Source: an optimization exercise on an open RTL-to-GDS flow (aim: small area and a short achievable clock period). Production flows keep margins and buffers that such runs may drop. Only simulation tests tie the RTL to the original design; equivalence was not proved. Power figures rest on the tool's default switching activity, not on a simulated workload.

**flow/design.v**
```verilog
module multiplier_logic (
    input  wire        clk,
    input  wire        rst_n,
    input  wire [15:0] a,
    input  wire [15:0] b,
    output reg  [31:0] y
);
  reg r1_a0;
  reg r1_a1;
  reg r1_a2;
  reg r1_a3;
  reg r1_a4;
  reg r1_a5;
  reg r1_a6;
  reg r1_a7;
  reg r1_a8;
  reg r1_a9;
  reg r1_a10;
  reg r1_a11;
  reg r1_a12;
  reg r1_a13;
  reg r1_a14;
  reg r1_a15;
  reg r1_b15;
  reg r1_one1;
  reg r1_two2;
  reg r1_neg3;
  reg r1_one4;
  reg r1_two5;
  reg r1_neg6;
  reg r1_one7;
  reg r1_two8;
  reg r1_neg9;
  reg r1_one10;
  reg r1_two11;
  reg r1_neg12;
  reg r1_one13;
  reg r1_two14;
  reg r1_neg15;
  reg r1_one16;
  reg r1_two17;
  reg r1_neg18;
  reg r1_one19;
  reg r1_two20;
  reg r1_neg21;
  reg r1_one22;
  reg r1_two23;
  reg r1_neg24;
  reg r2_s193;
  reg r2_s195;
  reg r2_s199;
  reg r2_c200;
  reg r2_s201;
  reg r2_p63;
  reg r2_s203;
  reg r2_c202;
  reg r2_c204;
  reg r2_s205;
  reg r2_s207;
  reg r2_s209;
  reg r2_c210;
  reg r2_s213;
  reg r2_c214;
  reg r2_s219;
  reg r2_c218;
  reg r2_s221;
  reg r2_c220;
  reg r2_s223;
  reg r2_s227;
  reg r2_c224;
  reg r2_s229;
  reg r2_s233;
  reg r2_c230;
  reg r2_s235;
  reg r2_c236;
  reg r2_s241;
  reg r2_s243;
  reg r2_s245;
  reg r2_s247;
  reg r2_c242;
  reg r2_c244;
  reg r2_s249;
  reg r2_s253;
  reg r2_s255;
  reg r2_c250;
  reg r2_s257;
  reg r2_s261;
  reg r2_c258;
  reg r2_s263;
  reg r2_s265;
  reg r2_s269;
  reg r2_s271;
  reg r2_c264;
  reg r2_c266;
  reg r2_s273;
  reg r2_s279;
  reg r2_c274;
  reg r2_s281;
  reg r2_s283;
  reg r2_c282;
  reg r2_c284;
  reg r2_s291;
  reg r2_s293;
  reg r2_s297;
  reg r2_c292;
  reg r2_c294;
  reg r2_s299;
  reg r2_s301;
  reg r2_c300;
  reg r2_c302;
  reg r2_s307;
  reg r2_s309;
  reg r2_s311;
  reg r2_s313;
  reg r2_c308;
  reg r2_c310;
  reg r2_s315;
  reg r2_s317;
  reg r2_s319;
  reg r2_c316;
  reg r2_s321;
  reg r2_s325;
  reg r2_c322;
  reg r2_s327;
  reg r2_s331;
  reg r2_c328;
  reg r2_s333;
  reg r2_c332;
  reg r2_s335;
  reg r2_c334;
  reg r2_s337;
  reg r2_s339;
  reg r2_c338;
  reg r2_s341;
  reg r2_c342;
  reg r2_s345;
  reg r2_c346;
  reg r2_s349;
  reg r2_c348;
  reg r2_s351;
  reg r2_c350;
  reg r2_c352;
  reg r2_s353;
  reg r2_s355;
  reg r3_r2_s193;
  reg r3_r2_s195;
  reg r3_r2_s199;
  reg r3_s357;
  reg r3_s361;
  reg r3_s365;
  reg r3_c366;
  reg r3_s367;
  reg r3_r2_c210;
  reg r3_r2_s213;
  reg r3_c368;
  reg r3_r2_c214;
  reg r3_r2_s219;
  reg r3_r2_s223;
  reg r3_s369;
  reg r3_c370;
  reg r3_s371;
  reg r3_c372;
  reg r3_s373;
  reg r3_c374;
  reg r3_s375;
  reg r3_s377;
  reg r3_s379;
  reg r3_c380;
  reg r3_s383;
  reg r3_c384;
  reg r3_s387;
  reg r3_s393;
  reg r3_c392;
  reg r3_s397;
  reg r3_c394;
  reg r3_c398;
  reg r3_s401;
  reg r3_s407;
  reg r3_c406;
  reg r3_s411;
  reg r3_c408;
  reg r3_s417;
  reg r3_c416;
  reg r3_s421;
  reg r3_c418;
  reg r3_s425;
  reg r3_c424;
  reg r3_s427;
  reg r3_c426;
  reg r3_s431;
  reg r3_s435;
  reg r3_s437;
  reg r3_c436;
  reg r3_s439;
  reg r3_s441;
  reg r3_c440;
  reg r3_s443;
  reg r3_r2_s355;
  reg r3_c444;
  wire one1 = b[0] ^ 1'b0;
  wire two2 = (b[1] & ~b[0] & ~1'b0) | (~b[1] & b[0] & 1'b0);
  wire neg3 = b[1];
  wire one4 = b[2] ^ b[1];
  wire two5 = (b[3] & ~b[2] & ~b[1]) | (~b[3] & b[2] & b[1]);
  wire neg6 = b[3];
  wire one7 = b[4] ^ b[3];
  wire two8 = (b[5] & ~b[4] & ~b[3]) | (~b[5] & b[4] & b[3]);
  wire neg9 = b[5];
  wire one10 = b[6] ^ b[5];
  wire two11 = (b[7] & ~b[6] & ~b[5]) | (~b[7] & b[6] & b[5]);
  wire neg12 = b[7];
  wire one13 = b[8] ^ b[7];
  wire two14 = (b[9] & ~b[8] & ~b[7]) | (~b[9] & b[8] & b[7]);
  wire neg15 = b[9];
  wire one16 = b[10] ^ b[9];
  wire two17 = (b[11] & ~b[10] & ~b[9]) | (~b[11] & b[10] & b[9]);
  wire neg18 = b[11];
  wire one19 = b[12] ^ b[11];
  wire two20 = (b[13] & ~b[12] & ~b[11]) | (~b[13] & b[12] & b[11]);
  wire neg21 = b[13];
  wire one22 = b[14] ^ b[13];
  wire two23 = (b[15] & ~b[14] & ~b[13]) | (~b[15] & b[14] & b[13]);
  wire neg24 = b[15];
  wire p25 = ((r1_one1 & r1_a0) | (r1_two2 & 1'b0)) ^ r1_neg3;
  wire p26 = ((r1_one1 & r1_a1) | (r1_two2 & r1_a0)) ^ r1_neg3;
  wire p27 = ((r1_one1 & r1_a2) | (r1_two2 & r1_a1)) ^ r1_neg3;
  wire p28 = ((r1_one1 & r1_a3) | (r1_two2 & r1_a2)) ^ r1_neg3;
  wire p29 = ((r1_one1 & r1_a4) | (r1_two2 & r1_a3)) ^ r1_neg3;
  wire p30 = ((r1_one1 & r1_a5) | (r1_two2 & r1_a4)) ^ r1_neg3;
  wire p31 = ((r1_one1 & r1_a6) | (r1_two2 & r1_a5)) ^ r1_neg3;
  wire p32 = ((r1_one1 & r1_a7) | (r1_two2 & r1_a6)) ^ r1_neg3;
  wire p33 = ((r1_one1 & r1_a8) | (r1_two2 & r1_a7)) ^ r1_neg3;
  wire p34 = ((r1_one1 & r1_a9) | (r1_two2 & r1_a8)) ^ r1_neg3;
  wire p35 = ((r1_one1 & r1_a10) | (r1_two2 & r1_a9)) ^ r1_neg3;
  wire p36 = ((r1_one1 & r1_a11) | (r1_two2 & r1_a10)) ^ r1_neg3;
  wire p37 = ((r1_one1 & r1_a12) | (r1_two2 & r1_a11)) ^ r1_neg3;
  wire p38 = ((r1_one1 & r1_a13) | (r1_two2 & r1_a12)) ^ r1_neg3;
  wire p39 = ((r1_one1 & r1_a14) | (r1_two2 & r1_a13)) ^ r1_neg3;
  wire p40 = ((r1_one1 & r1_a15) | (r1_two2 & r1_a14)) ^ r1_neg3;
  wire p41 = ((r1_one1 & 1'b0) | (r1_two2 & r1_a15)) ^ r1_neg3;
  wire ns42 = ~r1_neg3;
  wire ng43 = r1_neg3;
  wire p44 = ((r1_one4 & r1_a0) | (r1_two5 & 1'b0)) ^ r1_neg6;
  wire p45 = ((r1_one4 & r1_a1) | (r1_two5 & r1_a0)) ^ r1_neg6;
  wire p46 = ((r1_one4 & r1_a2) | (r1_two5 & r1_a1)) ^ r1_neg6;
  wire p47 = ((r1_one4 & r1_a3) | (r1_two5 & r1_a2)) ^ r1_neg6;
  wire p48 = ((r1_one4 & r1_a4) | (r1_two5 & r1_a3)) ^ r1_neg6;
  wire p49 = ((r1_one4 & r1_a5) | (r1_two5 & r1_a4)) ^ r1_neg6;
  wire p50 = ((r1_one4 & r1_a6) | (r1_two5 & r1_a5)) ^ r1_neg6;
  wire p51 = ((r1_one4 & r1_a7) | (r1_two5 & r1_a6)) ^ r1_neg6;
  wire p52 = ((r1_one4 & r1_a8) | (r1_two5 & r1_a7)) ^ r1_neg6;
  wire p53 = ((r1_one4 & r1_a9) | (r1_two5 & r1_a8)) ^ r1_neg6;
  wire p54 = ((r1_one4 & r1_a10) | (r1_two5 & r1_a9)) ^ r1_neg6;
  wire p55 = ((r1_one4 & r1_a11) | (r1_two5 & r1_a10)) ^ r1_neg6;
  wire p56 = ((r1_one4 & r1_a12) | (r1_two5 & r1_a11)) ^ r1_neg6;
  wire p57 = ((r1_one4 & r1_a13) | (r1_two5 & r1_a12)) ^ r1_neg6;
  wire p58 = ((r1_one4 & r1_a14) | (r1_two5 & r1_a13)) ^ r1_neg6;
  wire p59 = ((r1_one4 & r1_a15) | (r1_two5 & r1_a14)) ^ r1_neg6;
  wire p60 = ((r1_one4 & 1'b0) | (r1_two5 & r1_a15)) ^ r1_neg6;
  wire ns61 = ~r1_neg6;
  wire ng62 = r1_neg6;
  wire p63 = ((r1_one7 & r1_a0) | (r1_two8 & 1'b0)) ^ r1_neg9;
  wire p64 = ((r1_one7 & r1_a1) | (r1_two8 & r1_a0)) ^ r1_neg9;
  wire p65 = ((r1_one7 & r1_a2) | (r1_two8 & r1_a1)) ^ r1_neg9;
  wire p66 = ((r1_one7 & r1_a3) | (r1_two8 & r1_a2)) ^ r1_neg9;
  wire p67 = ((r1_one7 & r1_a4) | (r1_two8 & r1_a3)) ^ r1_neg9;
  wire p68 = ((r1_one7 & r1_a5) | (r1_two8 & r1_a4)) ^ r1_neg9;
  wire p69 = ((r1_one7 & r1_a6) | (r1_two8 & r1_a5)) ^ r1_neg9;
  wire p70 = ((r1_one7 & r1_a7) | (r1_two8 & r1_a6)) ^ r1_neg9;
  wire p71 = ((r1_one7 & r1_a8) | (r1_two8 & r1_a7)) ^ r1_neg9;
  wire p72 = ((r1_one7 & r1_a9) | (r1_two8 & r1_a8)) ^ r1_neg9;
  wire p73 = ((r1_one7 & r1_a10) | (r1_two8 & r1_a9)) ^ r1_neg9;
  wire p74 = ((r1_one7 & r1_a11) | (r1_two8 & r1_a10)) ^ r1_neg9;
  wire p75 = ((r1_one7 & r1_a12) | (r1_two8 & r1_a11)) ^ r1_neg9;
  wire p76 = ((r1_one7 & r1_a13) | (r1_two8 & r1_a12)) ^ r1_neg9;
  wire p77 = ((r1_one7 & r1_a14) | (r1_two8 & r1_a13)) ^ r1_neg9;
  wire p78 = ((r1_one7 & r1_a15) | (r1_two8 & r1_a14)) ^ r1_neg9;
  wire p79 = ((r1_one7 & 1'b0) | (r1_two8 & r1_a15)) ^ r1_neg9;
  wire ns80 = ~r1_neg9;
  wire ng81 = r1_neg9;
  wire p82 = ((r1_one10 & r1_a0) | (r1_two11 & 1'b0)) ^ r1_neg12;
  wire p83 = ((r1_one10 & r1_a1) | (r1_two11 & r1_a0)) ^ r1_neg12;
  wire p84 = ((r1_one10 & r1_a2) | (r1_two11 & r1_a1)) ^ r1_neg12;
  wire p85 = ((r1_one10 & r1_a3) | (r1_two11 & r1_a2)) ^ r1_neg12;
  wire p86 = ((r1_one10 & r1_a4) | (r1_two11 & r1_a3)) ^ r1_neg12;
  wire p87 = ((r1_one10 & r1_a5) | (r1_two11 & r1_a4)) ^ r1_neg12;
  wire p88 = ((r1_one10 & r1_a6) | (r1_two11 & r1_a5)) ^ r1_neg12;
  wire p89 = ((r1_one10 & r1_a7) | (r1_two11 & r1_a6)) ^ r1_neg12;
  wire p90 = ((r1_one10 & r1_a8) | (r1_two11 & r1_a7)) ^ r1_neg12;
  wire p91 = ((r1_one10 & r1_a9) | (r1_two11 & r1_a8)) ^ r1_neg12;
  wire p92 = ((r1_one10 & r1_a10) | (r1_two11 & r1_a9)) ^ r1_neg12;
  wire p93 = ((r1_one10 & r1_a11) | (r1_two11 & r1_a10)) ^ r1_neg12;
  wire p94 = ((r1_one10 & r1_a12) | (r1_two11 & r1_a11)) ^ r1_neg12;
  wire p95 = ((r1_one10 & r1_a13) | (r1_two11 & r1_a12)) ^ r1_neg12;
  wire p96 = ((r1_one10 & r1_a14) | (r1_two11 & r1_a13)) ^ r1_neg12;
  wire p97 = ((r1_one10 & r1_a15) | (r1_two11 & r1_a14)) ^ r1_neg12;
  wire p98 = ((r1_one10 & 1'b0) | (r1_two11 & r1_a15)) ^ r1_neg12;
  wire ns99 = ~r1_neg12;
  wire ng100 = r1_neg12;
  wire p101 = ((r1_one13 & r1_a0) | (r1_two14 & 1'b0)) ^ r1_neg15;
  wire p102 = ((r1_one13 & r1_a1) | (r1_two14 & r1_a0)) ^ r1_neg15;
  wire p103 = ((r1_one13 & r1_a2) | (r1_two14 & r1_a1)) ^ r1_neg15;
  wire p104 = ((r1_one13 & r1_a3) | (r1_two14 & r1_a2)) ^ r1_neg15;
  wire p105 = ((r1_one13 & r1_a4) | (r1_two14 & r1_a3)) ^ r1_neg15;
  wire p106 = ((r1_one13 & r1_a5) | (r1_two14 & r1_a4)) ^ r1_neg15;
  wire p107 = ((r1_one13 & r1_a6) | (r1_two14 & r1_a5)) ^ r1_neg15;
  wire p108 = ((r1_one13 & r1_a7) | (r1_two14 & r1_a6)) ^ r1_neg15;
  wire p109 = ((r1_one13 & r1_a8) | (r1_two14 & r1_a7)) ^ r1_neg15;
  wire p110 = ((r1_one13 & r1_a9) | (r1_two14 & r1_a8)) ^ r1_neg15;
  wire p111 = ((r1_one13 & r1_a10) | (r1_two14 & r1_a9)) ^ r1_neg15;
  wire p112 = ((r1_one13 & r1_a11) | (r1_two14 & r1_a10)) ^ r1_neg15;
  wire p113 = ((r1_one13 & r1_a12) | (r1_two14 & r1_a11)) ^ r1_neg15;
  wire p114 = ((r1_one13 & r1_a13) | (r1_two14 & r1_a12)) ^ r1_neg15;
  wire p115 = ((r1_one13 & r1_a14) | (r1_two14 & r1_a13)) ^ r1_neg15;
  wire p116 = ((r1_one13 & r1_a15) | (r1_two14 & r1_a14)) ^ r1_neg15;
  wire p117 = ((r1_one13 & 1'b0) | (r1_two14 & r1_a15)) ^ r1_neg15;
  wire ns118 = ~r1_neg15;
  wire ng119 = r1_neg15;
  wire p120 = ((r1_one16 & r1_a0) | (r1_two17 & 1'b0)) ^ r1_neg18;
  wire p121 = ((r1_one16 & r1_a1) | (r1_two17 & r1_a0)) ^ r1_neg18;
  wire p122 = ((r1_one16 & r1_a2) | (r1_two17 & r1_a1)) ^ r1_neg18;
  wire p123 = ((r1_one16 & r1_a3) | (r1_two17 & r1_a2)) ^ r1_neg18;
  wire p124 = ((r1_one16 & r1_a4) | (r1_two17 & r1_a3)) ^ r1_neg18;
  wire p125 = ((r1_one16 & r1_a5) | (r1_two17 & r1_a4)) ^ r1_neg18;
  wire p126 = ((r1_one16 & r1_a6) | (r1_two17 & r1_a5)) ^ r1_neg18;
  wire p127 = ((r1_one16 & r1_a7) | (r1_two17 & r1_a6)) ^ r1_neg18;
  wire p128 = ((r1_one16 & r1_a8) | (r1_two17 & r1_a7)) ^ r1_neg18;
  wire p129 = ((r1_one16 & r1_a9) | (r1_two17 & r1_a8)) ^ r1_neg18;
  wire p130 = ((r1_one16 & r1_a10) | (r1_two17 & r1_a9)) ^ r1_neg18;
  wire p131 = ((r1_one16 & r1_a11) | (r1_two17 & r1_a10)) ^ r1_neg18;
  wire p132 = ((r1_one16 & r1_a12) | (r1_two17 & r1_a11)) ^ r1_neg18;
  wire p133 = ((r1_one16 & r1_a13) | (r1_two17 & r1_a12)) ^ r1_neg18;
  wire p134 = ((r1_one16 & r1_a14) | (r1_two17 & r1_a13)) ^ r1_neg18;
  wire p135 = ((r1_one16 & r1_a15) | (r1_two17 & r1_a14)) ^ r1_neg18;
  wire p136 = ((r1_one16 & 1'b0) | (r1_two17 & r1_a15)) ^ r1_neg18;
  wire ns137 = ~r1_neg18;
  wire ng138 = r1_neg18;
  wire p139 = ((r1_one19 & r1_a0) | (r1_two20 & 1'b0)) ^ r1_neg21;
  wire p140 = ((r1_one19 & r1_a1) | (r1_two20 & r1_a0)) ^ r1_neg21;
  wire p141 = ((r1_one19 & r1_a2) | (r1_two20 & r1_a1)) ^ r1_neg21;
  wire p142 = ((r1_one19 & r1_a3) | (r1_two20 & r1_a2)) ^ r1_neg21;
  wire p143 = ((r1_one19 & r1_a4) | (r1_two20 & r1_a3)) ^ r1_neg21;
  wire p144 = ((r1_one19 & r1_a5) | (r1_two20 & r1_a4)) ^ r1_neg21;
  wire p145 = ((r1_one19 & r1_a6) | (r1_two20 & r1_a5)) ^ r1_neg21;
  wire p146 = ((r1_one19 & r1_a7) | (r1_two20 & r1_a6)) ^ r1_neg21;
  wire p147 = ((r1_one19 & r1_a8) | (r1_two20 & r1_a7)) ^ r1_neg21;
  wire p148 = ((r1_one19 & r1_a9) | (r1_two20 & r1_a8)) ^ r1_neg21;
  wire p149 = ((r1_one19 & r1_a10) | (r1_two20 & r1_a9)) ^ r1_neg21;
  wire p150 = ((r1_one19 & r1_a11) | (r1_two20 & r1_a10)) ^ r1_neg21;
  wire p151 = ((r1_one19 & r1_a12) | (r1_two20 & r1_a11)) ^ r1_neg21;
  wire p152 = ((r1_one19 & r1_a13) | (r1_two20 & r1_a12)) ^ r1_neg21;
  wire p153 = ((r1_one19 & r1_a14) | (r1_two20 & r1_a13)) ^ r1_neg21;
  wire p154 = ((r1_one19 & r1_a15) | (r1_two20 & r1_a14)) ^ r1_neg21;
  wire p155 = ((r1_one19 & 1'b0) | (r1_two20 & r1_a15)) ^ r1_neg21;
  wire ns156 = ~r1_neg21;
  wire ng157 = r1_neg21;
  wire p158 = ((r1_one22 & r1_a0) | (r1_two23 & 1'b0)) ^ r1_neg24;
  wire p159 = ((r1_one22 & r1_a1) | (r1_two23 & r1_a0)) ^ r1_neg24;
  wire p160 = ((r1_one22 & r1_a2) | (r1_two23 & r1_a1)) ^ r1_neg24;
  wire p161 = ((r1_one22 & r1_a3) | (r1_two23 & r1_a2)) ^ r1_neg24;
  wire p162 = ((r1_one22 & r1_a4) | (r1_two23 & r1_a3)) ^ r1_neg24;
  wire p163 = ((r1_one22 & r1_a5) | (r1_two23 & r1_a4)) ^ r1_neg24;
  wire p164 = ((r1_one22 & r1_a6) | (r1_two23 & r1_a5)) ^ r1_neg24;
  wire p165 = ((r1_one22 & r1_a7) | (r1_two23 & r1_a6)) ^ r1_neg24;
  wire p166 = ((r1_one22 & r1_a8) | (r1_two23 & r1_a7)) ^ r1_neg24;
  wire p167 = ((r1_one22 & r1_a9) | (r1_two23 & r1_a8)) ^ r1_neg24;
  wire p168 = ((r1_one22 & r1_a10) | (r1_two23 & r1_a9)) ^ r1_neg24;
  wire p169 = ((r1_one22 & r1_a11) | (r1_two23 & r1_a10)) ^ r1_neg24;
  wire p170 = ((r1_one22 & r1_a12) | (r1_two23 & r1_a11)) ^ r1_neg24;
  wire p171 = ((r1_one22 & r1_a13) | (r1_two23 & r1_a12)) ^ r1_neg24;
  wire p172 = ((r1_one22 & r1_a14) | (r1_two23 & r1_a13)) ^ r1_neg24;
  wire p173 = ((r1_one22 & r1_a15) | (r1_two23 & r1_a14)) ^ r1_neg24;
  wire p174 = ((r1_one22 & 1'b0) | (r1_two23 & r1_a15)) ^ r1_neg24;
  wire ns175 = ~r1_neg24;
  wire ng176 = r1_neg24;
  wire p177 = r1_a0 & r1_b15;
  wire p178 = r1_a1 & r1_b15;
  wire p179 = r1_a2 & r1_b15;
  wire p180 = r1_a3 & r1_b15;
  wire p181 = r1_a4 & r1_b15;
  wire p182 = r1_a5 & r1_b15;
  wire p183 = r1_a6 & r1_b15;
  wire p184 = r1_a7 & r1_b15;
  wire p185 = r1_a8 & r1_b15;
  wire p186 = r1_a9 & r1_b15;
  wire p187 = r1_a10 & r1_b15;
  wire p188 = r1_a11 & r1_b15;
  wire p189 = r1_a12 & r1_b15;
  wire p190 = r1_a13 & r1_b15;
  wire p191 = r1_a14 & r1_b15;
  wire p192 = r1_a15 & r1_b15;
  wire s193 = ng43 ^ p25;
  wire c194 = ng43 & p25;
  wire s195 = p26 ^ c194;
  wire c196 = p26 & c194;
  wire s197, c198;
  mult_fa u_s197 (.x(p44), .y(ng62), .z(p27), .s(s197), .c(c198));
  wire s199 = c196 ^ s197;
  wire c200 = c196 & s197;
  wire s201, c202;
  mult_fa u_s201 (.x(c198), .y(p28), .z(p45), .s(s201), .c(c202));
  wire s203, c204;
  mult_fa u_s203 (.x(p46), .y(ng81), .z(p29), .s(s203), .c(c204));
  wire s205, c206;
  mult_fa u_s205 (.x(p64), .y(p30), .z(p47), .s(s205), .c(c206));
  wire s207, c208;
  mult_fa u_s207 (.x(p48), .y(ng100), .z(p31), .s(s207), .c(c208));
  wire s209, c210;
  mult_fa u_s209 (.x(c206), .y(p65), .z(p82), .s(s209), .c(c210));
  wire s211, c212;
  mult_fa u_s211 (.x(p66), .y(p32), .z(p49), .s(s211), .c(c212));
  wire s213, c214;
  mult_fa u_s213 (.x(s211), .y(p83), .z(c208), .s(s213), .c(c214));
  wire s215, c216;
  mult_fa u_s215 (.x(p33), .y(ng119), .z(p101), .s(s215), .c(c216));
  wire s217, c218;
  mult_fa u_s217 (.x(p84), .y(p50), .z(p67), .s(s217), .c(c218));
  wire s219, c220;
  mult_fa u_s219 (.x(s217), .y(c212), .z(s215), .s(s219), .c(c220));
  wire s221, c222;
  mult_fa u_s221 (.x(p51), .y(p102), .z(p34), .s(s221), .c(c222));
  wire s223, c224;
  mult_fa u_s223 (.x(c216), .y(p68), .z(p85), .s(s223), .c(c224));
  wire s225, c226;
  mult_fa u_s225 (.x(p120), .y(ng138), .z(p103), .s(s225), .c(c226));
  wire s227, c228;
  mult_fa u_s227 (.x(p69), .y(p35), .z(p52), .s(s227), .c(c228));
  wire s229, c230;
  mult_fa u_s229 (.x(s225), .y(p86), .z(c222), .s(s229), .c(c230));
  wire s231, c232;
  mult_fa u_s231 (.x(p36), .y(p104), .z(p121), .s(s231), .c(c232));
  wire s233, c234;
  mult_fa u_s233 (.x(p87), .y(p53), .z(p70), .s(s233), .c(c234));
  wire s235, c236;
  mult_fa u_s235 (.x(s231), .y(c226), .z(c228), .s(s235), .c(c236));
  wire s237, c238;
  mult_fa u_s237 (.x(p122), .y(ng157), .z(p105), .s(s237), .c(c238));
  wire s239, c240;
  mult_fa u_s239 (.x(p54), .y(p139), .z(p37), .s(s239), .c(c240));
  wire s241, c242;
  mult_fa u_s241 (.x(c232), .y(p71), .z(p88), .s(s241), .c(c242));
  wire s243, c244;
  mult_fa u_s243 (.x(s239), .y(c234), .z(s237), .s(s243), .c(c244));
  wire s245, c246;
  mult_fa u_s245 (.x(p140), .y(p106), .z(p123), .s(s245), .c(c246));
  wire s247, c248;
  mult_fa u_s247 (.x(p72), .y(p38), .z(p55), .s(s247), .c(c248));
  wire s249, c250;
  mult_fa u_s249 (.x(c240), .y(p89), .z(c238), .s(s249), .c(c250));
  wire s251, c252;
  mult_fa u_s251 (.x(p124), .y(ng176), .z(p107), .s(s251), .c(c252));
  wire s253, c254;
  mult_fa u_s253 (.x(p39), .y(p141), .z(p158), .s(s253), .c(c254));
  wire s255, c256;
  mult_fa u_s255 (.x(p90), .y(p56), .z(p73), .s(s255), .c(c256));
  wire s257, c258;
  mult_fa u_s257 (.x(s251), .y(c246), .z(c248), .s(s257), .c(c258));
  wire s259, c260;
  mult_fa u_s259 (.x(p142), .y(p108), .z(p125), .s(s259), .c(c260));
  wire s261, c262;
  mult_fa u_s261 (.x(p57), .y(p159), .z(p40), .s(s261), .c(c262));
  wire s263, c264;
  mult_fa u_s263 (.x(c252), .y(p74), .z(p91), .s(s263), .c(c264));
  wire s265, c266;
  mult_fa u_s265 (.x(s259), .y(c254), .z(c256), .s(s265), .c(c266));
  wire s267, c268;
  mult_fa u_s267 (.x(p126), .y(p177), .z(p109), .s(s267), .c(c268));
  wire s269, c270;
  mult_fa u_s269 (.x(p41), .y(p143), .z(p160), .s(s269), .c(c270));
  wire s271, c272;
  mult_fa u_s271 (.x(p92), .y(p58), .z(p75), .s(s271), .c(c272));
  wire s273, c274;
  mult_fa u_s273 (.x(s267), .y(c260), .z(c262), .s(s273), .c(c274));
  wire s275, c276;
  mult_fa u_s275 (.x(p178), .y(1'b1), .z(ns42), .s(s275), .c(c276));
  wire s277, c278;
  mult_fa u_s277 (.x(p144), .y(p110), .z(p127), .s(s277), .c(c278));
  wire s279, c280;
  mult_fa u_s279 (.x(p76), .y(p161), .z(p59), .s(s279), .c(c280));
  wire s281, c282;
  mult_fa u_s281 (.x(c268), .y(p93), .z(s275), .s(s281), .c(c282));
  wire s283, c284;
  mult_fa u_s283 (.x(s277), .y(c270), .z(c272), .s(s283), .c(c284));
  wire s285, c286;
  mult_fa u_s285 (.x(p111), .y(1'b1), .z(p179), .s(s285), .c(c286));
  wire s287, c288;
  mult_fa u_s287 (.x(p162), .y(p128), .z(p145), .s(s287), .c(c288));
  wire s289, c290;
  mult_fa u_s289 (.x(p94), .y(p60), .z(p77), .s(s289), .c(c290));
  wire s291, c292;
  mult_fa u_s291 (.x(c280), .y(c276), .z(c278), .s(s291), .c(c292));
  wire s293, c294;
  mult_fa u_s293 (.x(s289), .y(s285), .z(s287), .s(s293), .c(c294));
  wire s295, c296;
  mult_fa u_s295 (.x(p112), .y(ns61), .z(p180), .s(s295), .c(c296));
  wire s297, c298;
  mult_fa u_s297 (.x(p163), .y(p129), .z(p146), .s(s297), .c(c298));
  wire s299, c300;
  mult_fa u_s299 (.x(c286), .y(p78), .z(p95), .s(s299), .c(c300));
  wire s301, c302;
  mult_fa u_s301 (.x(s295), .y(c288), .z(c290), .s(s301), .c(c302));
  wire s303, c304;
  mult_fa u_s303 (.x(p113), .y(1'b1), .z(p181), .s(s303), .c(c304));
  wire s305, c306;
  mult_fa u_s305 (.x(p164), .y(p130), .z(p147), .s(s305), .c(c306));
  wire s307, c308;
  mult_fa u_s307 (.x(c296), .y(p79), .z(p96), .s(s307), .c(c308));
  wire s309, c310;
  mult_fa u_s309 (.x(s305), .y(c298), .z(s303), .s(s309), .c(c310));
  wire s311, c312;
  mult_fa u_s311 (.x(p114), .y(ns80), .z(p182), .s(s311), .c(c312));
  wire s313, c314;
  mult_fa u_s313 (.x(p165), .y(p131), .z(p148), .s(s313), .c(c314));
  wire s315, c316;
  mult_fa u_s315 (.x(c306), .y(p97), .z(c304), .s(s315), .c(c316));
  wire s317, c318;
  mult_fa u_s317 (.x(p115), .y(1'b1), .z(p183), .s(s317), .c(c318));
  wire s319, c320;
  mult_fa u_s319 (.x(p166), .y(p132), .z(p149), .s(s319), .c(c320));
  wire s321, c322;
  mult_fa u_s321 (.x(c314), .y(p98), .z(c312), .s(s321), .c(c322));
  wire s323, c324;
  mult_fa u_s323 (.x(p116), .y(ns99), .z(p184), .s(s323), .c(c324));
  wire s325, c326;
  mult_fa u_s325 (.x(p167), .y(p133), .z(p150), .s(s325), .c(c326));
  wire s327, c328;
  mult_fa u_s327 (.x(s323), .y(c318), .z(c320), .s(s327), .c(c328));
  wire s329, c330;
  mult_fa u_s329 (.x(p117), .y(1'b1), .z(p185), .s(s329), .c(c330));
  wire s331, c332;
  mult_fa u_s331 (.x(p168), .y(p134), .z(p151), .s(s331), .c(c332));
  wire s333, c334;
  mult_fa u_s333 (.x(s329), .y(c324), .z(c326), .s(s333), .c(c334));
  wire s335, c336;
  mult_fa u_s335 (.x(p135), .y(ns118), .z(p186), .s(s335), .c(c336));
  wire s337, c338;
  mult_fa u_s337 (.x(c330), .y(p152), .z(p169), .s(s337), .c(c338));
  wire s339, c340;
  mult_fa u_s339 (.x(p136), .y(1'b1), .z(p187), .s(s339), .c(c340));
  wire s341, c342;
  mult_fa u_s341 (.x(c336), .y(p153), .z(p170), .s(s341), .c(c342));
  wire s343, c344;
  mult_fa u_s343 (.x(p154), .y(ns137), .z(p188), .s(s343), .c(c344));
  wire s345, c346;
  mult_fa u_s345 (.x(s343), .y(p171), .z(c340), .s(s345), .c(c346));
  wire s347, c348;
  mult_fa u_s347 (.x(p155), .y(1'b1), .z(p189), .s(s347), .c(c348));
  wire s349, c350;
  mult_fa u_s349 (.x(s347), .y(p172), .z(c344), .s(s349), .c(c350));
  wire s351, c352;
  mult_fa u_s351 (.x(p173), .y(ns156), .z(p190), .s(s351), .c(c352));
  wire s353, c354;
  mult_fa u_s353 (.x(p174), .y(1'b1), .z(p191), .s(s353), .c(c354));
  wire s355, c356;
  mult_fa u_s355 (.x(c354), .y(ns175), .z(p192), .s(s355), .c(c356));
  wire s357 = r2_c200 ^ r2_s201;
  wire c358 = r2_c200 & r2_s201;
  wire s359, c360;
  mult_fa u_s359 (.x(r2_s203), .y(r2_c202), .z(r2_p63), .s(s359), .c(c360));
  wire s361 = c358 ^ s359;
  wire c362 = c358 & s359;
  wire s363, c364;
  mult_fa u_s363 (.x(c360), .y(r2_c204), .z(r2_s205), .s(s363), .c(c364));
  wire s365 = c362 ^ s363;
  wire c366 = c362 & s363;
  wire s367, c368;
  mult_fa u_s367 (.x(c364), .y(r2_s207), .z(r2_s209), .s(s367), .c(c368));
  wire s369, c370;
  mult_fa u_s369 (.x(r2_s221), .y(r2_c218), .z(r2_c220), .s(s369), .c(c370));
  wire s371, c372;
  mult_fa u_s371 (.x(r2_s229), .y(r2_c224), .z(r2_s227), .s(s371), .c(c372));
  wire s373, c374;
  mult_fa u_s373 (.x(r2_s235), .y(r2_c230), .z(r2_s233), .s(s373), .c(c374));
  wire s375, c376;
  mult_fa u_s375 (.x(r2_s243), .y(r2_c236), .z(r2_s241), .s(s375), .c(c376));
  wire s377, c378;
  mult_fa u_s377 (.x(r2_s245), .y(r2_c242), .z(r2_c244), .s(s377), .c(c378));
  wire s379, c380;
  mult_fa u_s379 (.x(c376), .y(r2_s247), .z(r2_s249), .s(s379), .c(c380));
  wire s381, c382;
  mult_fa u_s381 (.x(r2_s255), .y(r2_c250), .z(r2_s253), .s(s381), .c(c382));
  wire s383, c384;
  mult_fa u_s383 (.x(s381), .y(r2_s257), .z(c378), .s(s383), .c(c384));
  wire s385, c386;
  mult_fa u_s385 (.x(r2_s263), .y(r2_c258), .z(r2_s261), .s(s385), .c(c386));
  wire s387, c388;
  mult_fa u_s387 (.x(s385), .y(r2_s265), .z(c382), .s(s387), .c(c388));
  wire s389, c390;
  mult_fa u_s389 (.x(r2_s269), .y(r2_c264), .z(r2_c266), .s(s389), .c(c390));
  wire s391, c392;
  mult_fa u_s391 (.x(c386), .y(r2_s271), .z(r2_s273), .s(s391), .c(c392));
  wire s393, c394;
  mult_fa u_s393 (.x(s391), .y(s389), .z(c388), .s(s393), .c(c394));
  wire s395, c396;
  mult_fa u_s395 (.x(r2_s281), .y(r2_c274), .z(r2_s279), .s(s395), .c(c396));
  wire s397, c398;
  mult_fa u_s397 (.x(s395), .y(r2_s283), .z(c390), .s(s397), .c(c398));
  wire s399, c400;
  mult_fa u_s399 (.x(r2_s291), .y(r2_c282), .z(r2_c284), .s(s399), .c(c400));
  wire s401, c402;
  mult_fa u_s401 (.x(s399), .y(r2_s293), .z(c396), .s(s401), .c(c402));
  wire s403, c404;
  mult_fa u_s403 (.x(r2_s297), .y(r2_c292), .z(r2_c294), .s(s403), .c(c404));
  wire s405, c406;
  mult_fa u_s405 (.x(c400), .y(r2_s299), .z(r2_s301), .s(s405), .c(c406));
  wire s407, c408;
  mult_fa u_s407 (.x(s405), .y(s403), .z(c402), .s(s407), .c(c408));
  wire s409, c410;
  mult_fa u_s409 (.x(r2_s307), .y(r2_c300), .z(r2_c302), .s(s409), .c(c410));
  wire s411, c412;
  mult_fa u_s411 (.x(s409), .y(r2_s309), .z(c404), .s(s411), .c(c412));
  wire s413, c414;
  mult_fa u_s413 (.x(r2_s311), .y(r2_c308), .z(r2_c310), .s(s413), .c(c414));
  wire s415, c416;
  mult_fa u_s415 (.x(c410), .y(r2_s313), .z(r2_s315), .s(s415), .c(c416));
  wire s417, c418;
  mult_fa u_s417 (.x(s415), .y(s413), .z(c412), .s(s417), .c(c418));
  wire s419, c420;
  mult_fa u_s419 (.x(r2_s319), .y(r2_c316), .z(r2_s317), .s(s419), .c(c420));
  wire s421, c422;
  mult_fa u_s421 (.x(s419), .y(r2_s321), .z(c414), .s(s421), .c(c422));
  wire s423, c424;
  mult_fa u_s423 (.x(r2_s327), .y(r2_c322), .z(r2_s325), .s(s423), .c(c424));
  wire s425, c426;
  mult_fa u_s425 (.x(c422), .y(c420), .z(s423), .s(s425), .c(c426));
  wire s427, c428;
  mult_fa u_s427 (.x(r2_s333), .y(r2_c328), .z(r2_s331), .s(s427), .c(c428));
  wire s429, c430;
  mult_fa u_s429 (.x(r2_s335), .y(r2_c332), .z(r2_c334), .s(s429), .c(c430));
  wire s431, c432;
  mult_fa u_s431 (.x(s429), .y(r2_s337), .z(c428), .s(s431), .c(c432));
  wire s433, c434;
  mult_fa u_s433 (.x(r2_s341), .y(r2_c338), .z(r2_s339), .s(s433), .c(c434));
  wire s435, c436;
  mult_fa u_s435 (.x(c432), .y(c430), .z(s433), .s(s435), .c(c436));
  wire s437, c438;
  mult_fa u_s437 (.x(c434), .y(r2_c342), .z(r2_s345), .s(s437), .c(c438));
  wire s439, c440;
  mult_fa u_s439 (.x(c438), .y(r2_c346), .z(r2_s349), .s(s439), .c(c440));
  wire s441, c442;
  mult_fa u_s441 (.x(r2_s351), .y(r2_c348), .z(r2_c350), .s(s441), .c(c442));
  wire s443, c444;
  mult_fa u_s443 (.x(c442), .y(r2_c352), .z(r2_s353), .s(s443), .c(c444));
  wire s445 = r3_c368 ^ r3_r2_c210;
  wire c446 = r3_c368 & r3_r2_c210;
  wire s447 = r3_r2_c214 ^ r3_r2_s219;
  wire c448 = r3_r2_c214 & r3_r2_s219;
  wire s449 = r3_r2_s223 ^ r3_s369;
  wire c450 = r3_r2_s223 & r3_s369;
  wire s451 = r3_c370 ^ r3_s371;
  wire c452 = r3_c370 & r3_s371;
  wire s453 = r3_c372 ^ r3_s373;
  wire c454 = r3_c372 & r3_s373;
  wire s455 = r3_c374 ^ r3_s375;
  wire c456 = r3_c374 & r3_s375;
  wire s457 = r3_s377 ^ r3_s379;
  wire c458 = r3_s377 & r3_s379;
  wire s459 = r3_c380 ^ r3_s383;
  wire c460 = r3_c380 & r3_s383;
  wire s461 = r3_c384 ^ r3_s387;
  wire c462 = r3_c384 & r3_s387;
  wire s463 = r3_c392 ^ r3_c394;
  wire c464 = r3_c392 & r3_c394;
  wire s465 = r3_c398 ^ r3_s401;
  wire c466 = r3_c398 & r3_s401;
  wire s467 = r3_c406 ^ r3_c408;
  wire c468 = r3_c406 & r3_c408;
  wire s469 = r3_c416 ^ r3_c418;
  wire c470 = r3_c416 & r3_c418;
  wire s471 = r3_c424 ^ r3_c426;
  wire c472 = r3_c424 & r3_c426;
  wire [31:0] ra = {r3_c444, r3_s443, r3_c440, r3_s439, r3_c436, r3_s435, r3_s431, r3_s427, r3_s425, r3_s421, r3_s417, r3_s411, r3_s407, c464, r3_s397, r3_s393, c460, c458, c456, c454, c452, c450, c448, c446, r3_r2_s213, r3_c366, r3_s365, r3_s361, r3_s357, r3_r2_s199, r3_r2_s195, r3_r2_s193};
  wire [31:0] rb = {r3_r2_s355, 1'b0, r3_s441, 1'b0, r3_s437, 1'b0, c472, s471, c470, s469, c468, s467, c466, s465, s463, c462, s461, s459, s457, s455, s453, s451, s449, s447, s445, r3_s367, 1'b0, 1'b0, 1'b0, 1'b0, 1'b0, 1'b0};
  wire [20:0] plo = ra[19:0] + rb[19:0];
  reg [20:0] r4_plo;
  reg [11:0] r4_ha, r4_hb;
  always @(posedge clk) begin r4_plo <= plo; r4_ha <= ra[31:20]; r4_hb <= rb[31:20]; end
  wire [12:0] phs = {r4_ha, r4_plo[20]} + {r4_hb, r4_plo[20]};
  wire [11:0] phi = phs[12:1];
  wire [31:0] prod = {phi, r4_plo[19:0]};
  always @(posedge clk) begin
    r1_a0 <= a[0];
    r1_a1 <= a[1];
    r1_a2 <= a[2];
    r1_a3 <= a[3];
    r1_a4 <= a[4];
    r1_a5 <= a[5];
    r1_a6 <= a[6];
    r1_a7 <= a[7];
    r1_a8 <= a[8];
    r1_a9 <= a[9];
    r1_a10 <= a[10];
    r1_a11 <= a[11];
    r1_a12 <= a[12];
    r1_a13 <= a[13];
    r1_a14 <= a[14];
    r1_a15 <= a[15];
    r1_b15 <= b[15];
    r1_one1 <= one1;
    r1_two2 <= two2;
    r1_neg3 <= neg3;
    r1_one4 <= one4;
    r1_two5 <= two5;
    r1_neg6 <= neg6;
    r1_one7 <= one7;
    r1_two8 <= two8;
    r1_neg9 <= neg9;
    r1_one10 <= one10;
    r1_two11 <= two11;
    r1_neg12 <= neg12;
    r1_one13 <= one13;
    r1_two14 <= two14;
    r1_neg15 <= neg15;
    r1_one16 <= one16;
    r1_two17 <= two17;
    r1_neg18 <= neg18;
    r1_one19 <= one19;
    r1_two20 <= two20;
    r1_neg21 <= neg21;
    r1_one22 <= one22;
    r1_two23 <= two23;
    r1_neg24 <= neg24;
    r2_s193 <= s193;
    r2_s195 <= s195;
    r2_s199 <= s199;
    r2_c200 <= c200;
    r2_s201 <= s201;
    r2_p63 <= p63;
    r2_s203 <= s203;
    r2_c202 <= c202;
    r2_c204 <= c204;
    r2_s205 <= s205;
    r2_s207 <= s207;
    r2_s209 <= s209;
    r2_c210 <= c210;
    r2_s213 <= s213;
    r2_c214 <= c214;
    r2_s219 <= s219;
    r2_c218 <= c218;
    r2_s221 <= s221;
    r2_c220 <= c220;
    r2_s223 <= s223;
    r2_s227 <= s227;
    r2_c224 <= c224;
    r2_s229 <= s229;
    r2_s233 <= s233;
    r2_c230 <= c230;
    r2_s235 <= s235;
    r2_c236 <= c236;
    r2_s241 <= s241;
    r2_s243 <= s243;
    r2_s245 <= s245;
    r2_s247 <= s247;
    r2_c242 <= c242;
    r2_c244 <= c244;
    r2_s249 <= s249;
    r2_s253 <= s253;
    r2_s255 <= s255;
    r2_c250 <= c250;
    r2_s257 <= s257;
    r2_s261 <= s261;
    r2_c258 <= c258;
    r2_s263 <= s263;
    r2_s265 <= s265;
    r2_s269 <= s269;
    r2_s271 <= s271;
    r2_c264 <= c264;
    r2_c266 <= c266;
    r2_s273 <= s273;
    r2_s279 <= s279;
    r2_c274 <= c274;
    r2_s281 <= s281;
    r2_s283 <= s283;
    r2_c282 <= c282;
    r2_c284 <= c284;
    r2_s291 <= s291;
    r2_s293 <= s293;
    r2_s297 <= s297;
    r2_c292 <= c292;
    r2_c294 <= c294;
    r2_s299 <= s299;
    r2_s301 <= s301;
    r2_c300 <= c300;
    r2_c302 <= c302;
    r2_s307 <= s307;
    r2_s309 <= s309;
    r2_s311 <= s311;
    r2_s313 <= s313;
    r2_c308 <= c308;
    r2_c310 <= c310;
    r2_s315 <= s315;
    r2_s317 <= s317;
    r2_s319 <= s319;
    r2_c316 <= c316;
    r2_s321 <= s321;
    r2_s325 <= s325;
    r2_c322 <= c322;
    r2_s327 <= s327;
    r2_s331 <= s331;
    r2_c328 <= c328;
    r2_s333 <= s333;
    r2_c332 <= c332;
    r2_s335 <= s335;
    r2_c334 <= c334;
    r2_s337 <= s337;
    r2_s339 <= s339;
    r2_c338 <= c338;
    r2_s341 <= s341;
    r2_c342 <= c342;
    r2_s345 <= s345;
    r2_c346 <= c346;
    r2_s349 <= s349;
    r2_c348 <= c348;
    r2_s351 <= s351;
    r2_c350 <= c350;
    r2_c352 <= c352;
    r2_s353 <= s353;
    r2_s355 <= s355;
    r3_r2_s193 <= r2_s193;
    r3_r2_s195 <= r2_s195;
    r3_r2_s199 <= r2_s199;
    r3_s357 <= s357;
    r3_s361 <= s361;
    r3_s365 <= s365;
    r3_c366 <= c366;
    r3_s367 <= s367;
    r3_r2_c210 <= r2_c210;
    r3_r2_s213 <= r2_s213;
    r3_c368 <= c368;
    r3_r2_c214 <= r2_c214;
    r3_r2_s219 <= r2_s219;
    r3_r2_s223 <= r2_s223;
    r3_s369 <= s369;
    r3_c370 <= c370;
    r3_s371 <= s371;
    r3_c372 <= c372;
    r3_s373 <= s373;
    r3_c374 <= c374;
    r3_s375 <= s375;
    r3_s377 <= s377;
    r3_s379 <= s379;
    r3_c380 <= c380;
    r3_s383 <= s383;
    r3_c384 <= c384;
    r3_s387 <= s387;
    r3_s393 <= s393;
    r3_c392 <= c392;
    r3_s397 <= s397;
    r3_c394 <= c394;
    r3_c398 <= c398;
    r3_s401 <= s401;
    r3_s407 <= s407;
    r3_c406 <= c406;
    r3_s411 <= s411;
    r3_c408 <= c408;
    r3_s417 <= s417;
    r3_c416 <= c416;
    r3_s421 <= s421;
    r3_c418 <= c418;
    r3_s425 <= s425;
    r3_c424 <= c424;
    r3_s427 <= s427;
    r3_c426 <= c426;
    r3_s431 <= s431;
    r3_s435 <= s435;
    r3_s437 <= s437;
    r3_c436 <= c436;
    r3_s439 <= s439;
    r3_s441 <= s441;
    r3_c440 <= c440;
    r3_s443 <= s443;
    r3_r2_s355 <= r2_s355;
    r3_c444 <= c444;
  end
  reg [3:0] v;
  always @(posedge clk) begin
    if (!rst_n) begin
      v <= 4'd0;
      y <= 32'd0;
    end else begin
      v <= {v[2:0], 1'b1};
      y <= v[3] ? prod : 32'd0;
    end
  end
endmodule
module mult_fa (input wire x, input wire y, input wire z, output wire s, output wire c);
  assign s = x ^ y ^ z;
  assign c = (x & y) | (x & z) | (y & z);
endmodule
```
**flow/flow/run.sh**
```bash
#!/bin/bash
# Layout: the standard flow (standard.sh) with two changes to how it is
# built, none to what is built or measured:
#  - the port buffers that global placement inserts are plain buf_1 cells
#    (repair_timing still resizes any that timing needs);
#  - clock tree synthesis runs with the settings of config.mk
#    (CTS_CLUSTER_SIZE 50, CTS_CLUSTER_DIAMETER 60) but inserts no dummy
#    load cells.
# All tool output goes to standard_flow.log here; ORFS's per-step logs stay
# under orfs/logs/.
set -euo pipefail
export BUFFER_PORTS_ARGS="-buffer_cell sky130_fd_sc_hd__buf_1"
export CTS_ARGS="-sink_clustering_enable -repair_clock_nets -sink_clustering_size 50 -sink_clustering_max_diameter 60 -dont_use_dummy_load"
bash standard.sh > standard_flow.log 2>&1
```
**flow/standard.sh**
```bash
#!/bin/bash
# synth_recipe.tcl (not shown) runs the flow's synth.tcl, then flattens the netlist and writes it again
# the make line also repeats each setting of config.mk as NAME=value (left out here)
make -C /OpenROAD-flow-scripts/flow DESIGN_CONFIG=/design/flow/config.mk WORK_HOME=/design/flow/orfs CLKGATE_MAP_FILE= SYNTH_SCRIPT=/design/flow/synth_recipe.tcl "${@:-finish}"
```
**flow/config.mk**
```make
export PLATFORM = sky130hd
export DESIGN_NAME = multiplier_logic
export DESIGN_NICKNAME = multiplier_logic
export VERILOG_FILES = /design/flow/design.v
export SDC_FILE = /design/flow/constraint.sdc
export NUM_CORES = 4
export LEC_CHECK = 0
export CAP_MARGIN = 20
export CORE_MARGIN = 2
export CORE_UTILIZATION = 40
export CTS_CLUSTER_DIAMETER = 60
export CTS_CLUSTER_SIZE = 50
export PLACE_DENSITY = 0.7
export SETUP_SLACK_MARGIN = 2.45
export SLEW_MARGIN = 20
export SYNTH_HIERARCHICAL = 1
export SYNTH_MINIMUM_KEEP_SIZE = 0
```
**flow/constraint.sdc**
```tcl
create_clock -name core_clock -period 4.5 [get_ports {clk}]
set_input_delay 0.9000 -clock core_clock [delete_from_list [all_inputs] [get_ports {clk}]]
set_output_delay 0.9000 -clock core_clock [all_outputs]
set_load 0.01 [all_outputs]
```
==> results by group, run 1 <==
Power and ir drop
  – Pwr/cell area: approximately 660 nW/um^2
  – Gate power share: 0.420
  – VDD IR max: 274 uV
  – Psw: 3.14 mW
  – Flop pwr share: 0.420
  – Switch share: 0.350
  – Pleak: between 5 and 6 nW
  – Internal: slightly below 6 mW
  – Design Power: 8.95 mW
  – Clock Power Share: 0.160

Placed design
  – Buffers on Ports: 65
  – Gpl congestion: about 0.84
  – HPWL after detailed placement: between 15,000 and 20,000 um
  – Dpl cells: between 1,000 and 1,500

Final layout
  – Area of the multi-input gates: 6680 um^2
  – Fin cells: 1,420
  – # diodes: 0
  – Layout cells sized above 1: 0.0918
  – Fillers: ~2,800
  – Nets: roughly 1,200
  – Sequential cell area: approximately 5500 um^2
  – Most frequent cells in the layout: dfxtp_1 (227), xnor2_1 (142), a22oi_1 (121), fa_1 (121), buf_1 (64)
  – Most common cell after layout, fill and taps aside: dfxtp_1
  – Area Growth Syn to Fin: 9.79%

Route
  – DRT iter0 DRCs: 551
  – Post-route DRC: 0
  – DRT Wirelength: 25,300 um
  – Vias/cell: between 5 and 6
  – Detailed-route via count: 7,359
  – Post-route ant nets: 0
  – Pre-antenna DRT Iters: 5
  – DR WL/cell: roughly 18 um

Clock network
  – Clock latency on the worst-skew pair: around 0.53 ns
  – CTS H-tree lvls: 1
  – Worst-path clk slew: 0.11 ns
  – CTS tree: built
  – CTS Buf Count: 18
  – Clock Tree Buf Depth: 3
  – CTS sink cnt: about 270
  – Root Driver: clkbuf_16

Yosys
  – Post-synthesis sequential area ratio: 0.438
  – Mapped cell area: 12,300 um^2
  – Synth Instances: just over 1,000
  – Ys Warns: 7
  – Post-synthesis register bit count: 269
  – Library cells used by synthesis: between 50 and 60
  – Post-synthesis async set-or-reset flop share: 0
  – Post-Syn Area per Cell: around 12 um^2
  – Post-synth EDFFs: 0
  – Top FF cell, synth: dfxtp_1

Min path
  – Worst hold stages: 0
  – Worst hold-check path type: reg -> reg
  – Hold Crit Start: r2_s193

Worst setup path
  – Startpoint types: flip-flop
  – Setup CP Type: reg -> reg
  – CP arrival: around 2.5 ns
  – Worst Setup SP: r3_r2_c210
  – CP required: roughly 5 ns
  – CP Capture Type: flip-flop
  – CP Max Fanout: 3
  – Worst R2R Start: r3_r2_c210
  – Path depth of the worst reg2reg path: 6

Floorplan
  – I/O Pins: 66
  – Initial Util: 0.404
  – Die area: ~32,000 um^2
  – Vert. Die Dim: 179 um
  – Die Wd: 179 um
  – Core Region: 30,400 um^2
  – Num rows: between 60 and 70

Global routing
  – GRT Residual Overflow: 0
  – Initial antenna violation count: 0
  – Vias in the first global route: 7,435
  – First-pass GRT wire length: 40,400 um
  – GRT Overall Usage: 0.160
  – Pin count of the biggest net entering global routing: 36

STA
  – Final hold viol count: 0
  – Worst Skew: between 0.06 and 0.07 ns
  – Final count of negative-setup-slack endpoints: 0
  – Fin crit share: 0.455
  – Fmax: 0.489 GHz
  – TNS Setup: 0 ns
  – Actual slew at the worst max-slew pin: between 0.5 and 0.6 ns
  – Relative slew slack: 0.623
  – Tmin final: approximately 2.0 ns
  – RSZ-0062 raised after global routing: yes
  – Slew Viols, Final: 0

Run status
  – Status: no timing/DRC/antenna violations

Run
  – Number of max-cap violations: 0
## per-module statistics from Yosys, one instance, submodules excluded
module / flops+latches / cell area (um^2) / copies in the design
mult_fa: 0 / 20.0 / 120
multiplier_logic: 269 / 9900 / 1
## area by class of cell
cell class | count | area share
sequential | 269 | 0.409
clock buffer | 18 | 0.0333
tap | 396 | 0.0367
timing repair buffer | 74 | 0.0236
inverter | 10 | 0.00278
multi-input combinational | 653 | 0.494
## sequential cells by signal (all words and copies together), names as in the netlist, 4 cells and up
| register | count |
|---|---|
| r4_ha | 12 |
| r4_plo | 21 |
| y | 32 |
| r4_hb | 9 |
| v | 4 |
## metal layers
layer  vias up  track usage  part of all wire
met5         -            0                 0
met2       243        0.255              0.45
met4         0       0.0504             0.022
met1      3625        0.222              0.46
met3        45       0.0278             0.064
li1       3446            -                 -
## stage by stage
step	utilization	area (um^2)	hold slack [ns]	setup slack [ns]
after detailed placement	0.419	12700	0.312	1.86
after global placement	0.419	12700	0.312	1.89
after global routing	0.444	13500	0.277	2.40
final	0.444	13500	0.271	2.45
after CTS	0.439	13400	0.278	2.43
after floorplan	-	12400	0.310	2.43
## cell usage after synthesis, types with 2 or more instances
| cell | number | area (um^2) |
|---|---|---|
| a31oi_1 | 3 | 18.8 |
| a2111oi_0 | 4 | 35.0 |
| a21o_1 | 7 | 52.6 |
| a22oi_1 | 122 | 916 |
| nor3_1 | 8 | 40.0 |
| nand3_1 | 4 | 20.0 |
| a221oi_1 | 2 | 17.5 |
| o21ai_0 | 14 | 70.1 |
| nand2_1 | 24 | 90.1 |
| clkbuf_1 | 72 | 270 |
| xor2_1 | 15 | 131 |
| a21oi_1 | 17 | 85.1 |
| and3_1 | 27 | 169 |
| or3_1 | 3 | 18.8 |
| xnor2_1 | 142 | 1240 |
| a311o_1 | 2 | 20.0 |
| o21bai_1 | 2 | 15.0 |
| and2_1 | 20 | 125 |
| nor2_1 | 13 | 48.8 |
| buf_2 | 17 | 85.1 |
| dfxtp_1 | 269 | 5390 |
| nor2b_1 | 3 | 18.8 |
| o211ai_1 | 3 | 22.5 |
| nand2b_1 | 8 | 50.1 |
| nand3b_1 | 7 | 52.6 |
| ha_1 | 41 | 513 |
| nand4b_1 | 2 | 17.5 |
| nand4_1 | 3 | 18.8 |
| a211oi_1 | 5 | 37.5 |
| and4b_1 | 2 | 20.0 |
| fa_1 | 122 | 2440 |
| inv_1 | 10 | 37.5 |
## worst max-delay path: stages, from the launching register on
cell	delay, ns
dfxtp_2	0.35
ha_4	0.25
fa_2	0.40
a21o_1	0.21
a221oi_4	0.34
and4b_1	0.25
a211oi_2	0.13
## power groups by stage
| stage | registers (mW) | logic [mW] | clock network (mW) |
|---|---|---|---|
| floorplan | 3.56 | 2.76 | 0 |
| global placement | 3.79 | 3.26 | 0 |
| detailed placement | 3.81 | 3.38 | 0 |
| CTS | 3.77 | 3.59 | 1.49 |
| global route | 3.85 | 4.28 | 1.57 |
| finish | 3.76 | 3.76 | 1.43 |
## cell families after synthesis
group,after synthesis,synth area share
buffers and inverters,101,0.0331
muxes,1,0.000813
adders and majority gates,163,0.240
and+or+nand+nor,130,0.0598
other,1,0.000305
AOI/OAI and AO/OA,194,0.116
xor gates and xnor gates,157,0.112
DFF,269,0.438
## what timing repair did
item,CTS,global route
hold buffers,0,0
pin swaps,2,7
buffers inserted,2,1
hold endpoints to repair,0,0
setup endpoints to repair,71,31
gates resized for setup,65,39
## worst paths after layout
check	slack, ns	endpoint
setup / recovery	2.45	r4_plo[18]
hold / removal	0.27	r3_r2_s193
setup reg to reg	2.45	r4_plo[18]
hold reg to reg	0.27	r3_r2_s193
==> run 2: changes to the inputs <==
--- a/flow/config.mk
+++ b/flow/config.mk
@@ -11,7 +11,7 @@
 export CTS_CLUSTER_DIAMETER = 60
 export CTS_CLUSTER_SIZE = 50
 export PLACE_DENSITY = 0.7
-export SETUP_SLACK_MARGIN = 2.45
+export SETUP_SLACK_MARGIN = 2.52
 export SLEW_MARGIN = 20
 export SYNTH_HIERARCHICAL = 1
 export SYNTH_MINIMUM_KEEP_SIZE = 0
==> results by group, run 2 <==
Worst setup path
  – Setup CP Type: reg -> reg
  – CP required: 4.85 ns
  – CP arrival: roughly 2.4 ns
  – Critical path's top delay family: adder cells
  – Critical R2R Capture: r4_plo[18]
  – CP peak stage delay: 0.37 ns
  – Worst Setup SP: r3_r2_c210
  – Worst R2R Start: r3_r2_c210
  – WP depth: 7
  – CP Capture Type: flip-flop
  – Worst setup endpoint: r4_plo[18]
  – Startpoint types: flip-flop
  – CP max stage cell: fa_2
  – Path depth of the worst reg2reg path: 7
  – Crit path cell chain: ha_4 -> fa_2 -> a21o_1 -> a221oi_4 -> buf_6 -> nand3b_1 -> a211oi_2
  – Buf/Inv on CP: 1
  – R2R setup slack: 2.48 ns
  – CP Max Fanout: 2

Final layout
  – Area of the multi-input gates: 6800 um^2
  – Layout cells sized above 1: 0.129
  – Most common cell after layout, fill and taps aside: dfxtp_1
  – Most frequent cells in the layout: dfxtp_1 (226), xnor2_1 (141), fa_1 (119)
  – Most flop-heavy register: y
  – # diodes: 0
  – Fin cells: approximately 1,400
  – Max FFs per register: 32
  – Fillers: 2,747
  – Nets: around 1,200
  – Sequential cell area: roughly 5500 um^2
  – Largest regs: y: 32 flops, r4_plo: 21 flops, r4_ha: 12 flops
  – Area Growth Syn to Fin: 13.0%

Run status
  – Status: no timing/DRC/antenna violations

Floorplan
  – I/O Pins: 66
  – Die area: 32,200 um^2
  – Die Wd: between 150 and 200 um
  – Initial Util: 0.404
  – Num rows: 64
  – Core Region: ~30,000 um^2
  – Vert. Die Dim: between 150 and 200 um

Global routing
  – Pin count of the biggest net entering global routing: 36
  – Vias in the first global route: 7,565
  – GRT Residual Overflow: 0
  – GRT Overall Usage: 0.161
  – First-pass GRT wire length: around 41,000 um
  – Initial antenna violation count: 0

Route
  – Post-route DRC: 0
  – Detailed-route via count: about 7,500
  – Vias/cell: between 5 and 6
  – Pre-antenna DRT Iters: 5
  – DR WL/cell: approximately 18 um
  – Post-route ant nets: 0
  – DRT Wirelength: approximately 26,000 um
  – DRT iter0 DRCs: roughly 640

Yosys
  – Most frequent cell after synthesis: dfxtp_1
  – Post-Syn Area per Cell: 12.1 um^2
  – Post-synthesis async set-or-reset flop share: 0
  – Post-synthesis sequential area ratio: 0.438
  – Top FF cell, synth: dfxtp_1
  – Largest area contributor in the netlist: dfxtp_1
  – Commonest cells post-synth: dfxtp_1 (269), xnor2_1 (142), a22oi_1 (122), fa_1 (122), clkbuf_1 (72)
  – Post-synthesis register bit count: roughly 270
  – Library cells used by synthesis: 55
  – Leading cell types by total area after synthesis: dfxtp_1 (44%), fa_1 (20%), xnor2_1 (10%)
  – Synth top area share: 0.438
  – Post-synth EDFFs: 0
  – Mapped cell area: between 10,000 and 15,000 um^2
  – Ys Warns: 7
  – Synth Instances: 1,016

Placed design
  – Buffers on Ports: 65
  – HPWL after detailed placement: about 17,000 um
  – Gpl congestion: about 0.87
  – Dpl cells: around 1,400

Power and ir drop
  – Pwr/cell area: between 600 and 700 nW/um^2
  – Design Power: 9.29 mW
  – Pleak: ~5.3 nW
  – VDD IR max: about 300 uV

STA
  – Slew Viols, Final: 0
  – Worst Skew: approximately 0.055 ns
  – Fin crit share: 0.449
  – Final hold viol count: 0
  – TNS Setup: 0 ns
  – Final count of negative-setup-slack endpoints: 0
  – Tmin final: about 2 ns
  – RSZ-0062 raised after global routing: yes
  – Fmax: 0.495 GHz

Clock network
  – CTS Buf Count: 18
  – CTS H-tree lvls: 1
  – CTS tree: built
  – Root Driver: clkbuf_16
  – Clock Tree Buf Depth: 3
  – Hold buffers post-CTS: 0
  – Clock latency on the worst-skew pair: ~0.52 ns
  – Worst-path clk slew: 0.11 ns
  – CTS sink cnt: between 200 and 300

Min path
  – Hold Crit Start: r2_s195
  – Worst hold stages: 0
  – Worst hold-check path type: reg -> reg

Run
  – Number of max-cap violations: 0
-- run 2: cell counts after synthesis --
Identical to the previous run, type by type.
-- run 2: logic make-up (layout without fill, tap and decap cells) --
kind of cell	Yosys count	after routing	share of synthesized area
simple gates	130	130	0.0598
other cells	1	8	0.000305
buf+inv	101	125	0.0331
xor+xnor	157	157	0.112
mux	1	1	0.000813
flops	269	269	0.438
compound gates	194	194	0.116
fa+ha+maj	163	163	0.240
-- run 2: per-module statistics from Yosys (local to each module, per instance) --
| module | flops+latches | times used | cells | area [um^2] |
|---|---|---|---|---|
| multiplier_logic | 269 | 1 | 896 | 9900 |
| mult_fa | 0 | 120 | 1 | 20.0 |
-- run 2: per-layer routing --
layer | up-vias | part of all wire | GRT usage | routed length, um
li1 | 3493 | - | - | -
met1 | 3669 | 0.45 | 0.222 | 11800
met2 | 283 | 0.46 | 0.257 | 12000
met3 | 44 | 0.064 | 0.0268 | 1660
met4 | 0 | 0.022 | 0.0571 | 575
met5 | - | 0 | 0 | 0
-- run 2: what timing repair did --
item | 4_1_cts | 5_1_grt
gates cloned | 0 | 0
setup endpoints to repair | 77 | 32
pin swaps | 8 | 15
setup buffers | 4 | 22
resized for setup | 87 | 42
-- run 2: layout make-up --
class / count / share of cell area
Multi-Input combinational cell: 653 / 0.489
Sequential cell: 269 / 0.398
Timing Repair Buffer: 97 / 0.0419
Tap cell: 396 / 0.0356
Clock buffer: 18 / 0.0324
Inverter: 10 / 0.00270
-- run 2: per-stage QoR --
step                      worst slack [ns]  hold WS, ns  utilization  instance area (um^2)
after CTS                             2.46        0.269        0.443                 13500
final                                 2.48        0.269        0.457                 13900
after detailed placement              1.84        0.312        0.419                 12800
after global placement                1.89        0.311        0.419                 12800
after floorplan                       2.50        0.310            -                 12500
after global routing                  2.43        0.265        0.457                 13900
-- run 2: power by group --
group          internal, mW  switching [mW]
registers              3.26           0.491
logic                  2.04            2.06
clock network         0.710           0.726
-- run 2: worst register-to-register path, delay by kind of cell (launching register included) --
family / cells / cell delay [ns]
DFF: 1 / 0.34
AOI/OAI and AO/OA: 3 / 0.60
adders and majority gates: 2 / 0.61
buffers and inverters: 1 / 0.16
and+or+nand+nor: 1 / 0.14
-- run 2: worst min-delay path by stage --
stage / slack [ns] / end
floorplan: 0.31 / r3_r2_c210
global placement: 0.31 / r4_ha[1]
detailed placement: 0.31 / r3_r2_c214
CTS: 0.27 / r3_r2_s195
global route: 0.27 / r3_r2_s195
finish: 0.27 / r3_r2_s195
==> run 3: changes to the inputs <==
==> flow/config.mk (replaced) <==
export PLATFORM = sky130hd
export DESIGN_NAME = multiplier_logic
export DESIGN_NICKNAME = multiplier_logic
export VERILOG_FILES = /design/flow/design.v
export SDC_FILE = /design/flow/constraint.sdc
export NUM_CORES = 4
export LEC_CHECK = 0
export CAP_MARGIN = 10
export CORE_MARGIN = 2
export CORE_UTILIZATION = 40
export CTS_CLUSTER_DIAMETER = 60
export CTS_CLUSTER_SIZE = 50
export PLACE_DENSITY = 0.7
export SETUP_SLACK_MARGIN = 2.5
export SLEW_MARGIN = 10
export SYNTH_HIERARCHICAL = 1
export SYNTH_MINIMUM_KEEP_SIZE = 0
==> results by group, run 3 <==
Final layout
  – Most common cell after layout, fill and taps aside: dfxtp_1
  – Most frequent cells in the layout: dfxtp_1 (229), xnor2_1 (142), fa_1 (121)
  – Nets: 1,239
  – Largest regs: y: 32 flops, r4_plo: 21 flops, r4_ha: 12 flops
  – Max FFs per register: 32
  – Cell area after layout: 13,700 um^2
  – Fin cells: approximately 1,400
  – Area Growth Syn to Fin: 11.7%
  – Layout cells sized above 1: 0.114

STA
  – TNS Setup: 0 ns
  – Tmin final: 2.00 ns
  – Final hold slack: about 0.27 ns
  – Worst Skew: around 0.066 ns
  – RSZ-0062 raised after global routing: yes
  – Fin crit share: 0.445
  – Fmax: approximately 0.50 GHz
  – Final hold viol count: 0

Min path
  – Worst Hold Path EP: r3_r2_s199
  – Worst hold-check path type: reg -> reg
  – Worst hold stages: 0
  – Hold Crit Start: r2_s199

Placed design
  – Buffers on Ports: 65
  – Gpl congestion: 0.881
  – HPWL after detailed placement: 17,400 um
  – Dpl cells: around 1,400

Worst setup path
  – Startpoint types: flip-flop
  – CP Max Fanout: 3
  – Setup CP Type: reg -> reg
  – Path depth of the worst reg2reg path: 6
  – Worst R2R Start: r3_r2_c210
  – CP Capture Type: flip-flop
  – CP arrival: between 2 and 2.5 ns
  – CP required: roughly 4.9 ns

Floorplan
  – I/O Pins: 66
  – Die Wd: between 150 and 200 um
  – Initial Util: 0.404
  – Vert. Die Dim: 179 um
  – Num rows: 64
  – Die area: ~32,000 um^2
  – Core Region: approximately 30,000 um^2

Run
  – Number of max-cap violations: 0

Yosys
  – Largest area contributor in the netlist: dfxtp_1
  – Most frequent cell after synthesis: dfxtp_1
  – Post-Syn Area per Cell: approximately 12 um^2
  – Post-synth EDFFs: 0
  – Ys Warns: 7
  – Library cells used by synthesis: 55
  – Mapped cell area: ~12,000 um^2
  – Leading cell types by total area after synthesis: dfxtp_1 (44%), fa_1 (20%), xnor2_1 (10%)
  – Post-synthesis async set-or-reset flop share: 0
  – Top FF cell, synth: dfxtp_1

Route
  – DRT Wirelength: 25,600 um
  – Pre-antenna DRT Iters: 5
  – Detailed-route via count: between 7,000 and 8,000
  – Post-route DRC: 0
  – Post-route ant nets: 0
  – DRT iter0 DRCs: between 500 and 600
  – Vias/cell: 5.16
  – DR WL/cell: approximately 18 um

Global routing
  – GRT Residual Overflow: 0
  – First-pass GRT wire length: 40,700 um
  – Pin count of the biggest net entering global routing: 38
  – Vias in the first global route: approximately 7,400

Power and ir drop
  – VDD IR max: around 420 uV
  – Design Power: 9.10 mW
  – Pwr/cell area: roughly 660 nW/um^2

Clock network
  – Clock latency on the worst-skew pair: about 0.54 ns
  – Worst-path clk slew: 0.11 ns
  – Root Driver: clkbuf_16
  – Clock Tree Buf Depth: 3

Run status
  – Status: no timing/DRC/antenna violations
run 3: cells by family after synthesis:
family / share of synthesized area
DFF: 0.438
AOI/OAI and AO/OA: 0.116
adders and majority gates: 0.240
xor gates and xnor gates: 0.112
and+or+nand+nor: 0.0598
buffers and inverters: 0.0331
other: 0.000305
muxes: 0.000813
run 3: report_power, final:
part           internal [mW]  switching [mW]
Combinational           1.94            1.98
Sequential              3.26           0.495
Clock                  0.709           0.724
run 3: worst max-delay path: stages, from the launching register on:
cell      delay, ns
dfxtp_2        0.35
ha_4           0.24
fa_2           0.35
a21o_1         0.22
a221oi_4       0.34
and4b_1        0.25
a211oi_2       0.13
run 3: metrics by stage:
stage / utilization / setup slack, ns
2_1_floorplan: - / 2.50
3_3_place_gp: 0.419 / 1.90
3_5_place_dp: 0.419 / 1.82
4_1_cts: 0.442 / 2.48
5_1_grt: 0.452 / 2.44
6_report: 0.452 / 2.50
run 3: repair_timing:
action / 4_1_cts / 5_1_grt
setup endpoints to repair: 78 / 36
buffers inserted: 1 / 18
pin swaps: 4 / 8
resized for setup: 90 / 31
run 3: routing by layer:
metal  track usage  vias to the layer above  part of all wire
met4        0.0464                        0             0.022
met2         0.260                      240              0.46
met1         0.222                     3653              0.45
met3        0.0278                       44             0.064
met5             0                        -                 0
li1              -                     3476                 -
run 3: how the worst max path moves through the flow:
stage | start | end | slack [ns] | depth (start not counted)
2_1_floorplan | r1_a10 | r2_s235 | 2.50 | 6
3_3_place_gp | rst_n | y[27] | 1.90 | 4
3_5_place_dp | rst_n | y[29] | 1.82 | 4
4_1_cts | r1_neg24 | r2_s293 | 2.48 | 4
5_1_grt | r3_r2_c210 | r4_plo[18] | 2.44 | 6
6_report | r3_r2_c210 | r4_plo[18] | 2.50 | 6
run 3: final cells by class:
class,instances,share of cell area
Multi-Input combinational cell,653,0.493
Timing Repair Buffer,90,0.0331
Clock buffer,18,0.0328
Tap cell,396,0.0361
Inverter,10,0.00273
Antenna cell,1,0.000182
Sequential cell,269,0.402
run 3: Yosys stat by module (local to each module, per instance):
module	cells	flip-flops and latches	times used
mult_fa	1	0	120
multiplier_logic	896	269	1

[re-timing with driven ports]
In the flow no input, the clock included, has a driving cell. The finished layouts below were timed again as built, in two steps. Step 1: set_driving_cell puts a clkbuf_16 on clk and a buf_2 on each other input, an assumption about the parent block. Step 2 times the ports against the registers' clock, not the clock port: input delays grow and output delays shrink by t, the midpoint of the rising clock arrivals with the driver on. Slacks: ideal / step 1 / step 2; pairs: ideal / step 1.
run	t (ns)	slack for setup (ns)
run 1	0.543	2.455 / 2.455 / 2.206
run 2	0.542	2.479 / 2.479 / 2.174
run 3	0.541	2.498 / 2.498 / 2.141
After both steps setup and hold are still met in every run listed.
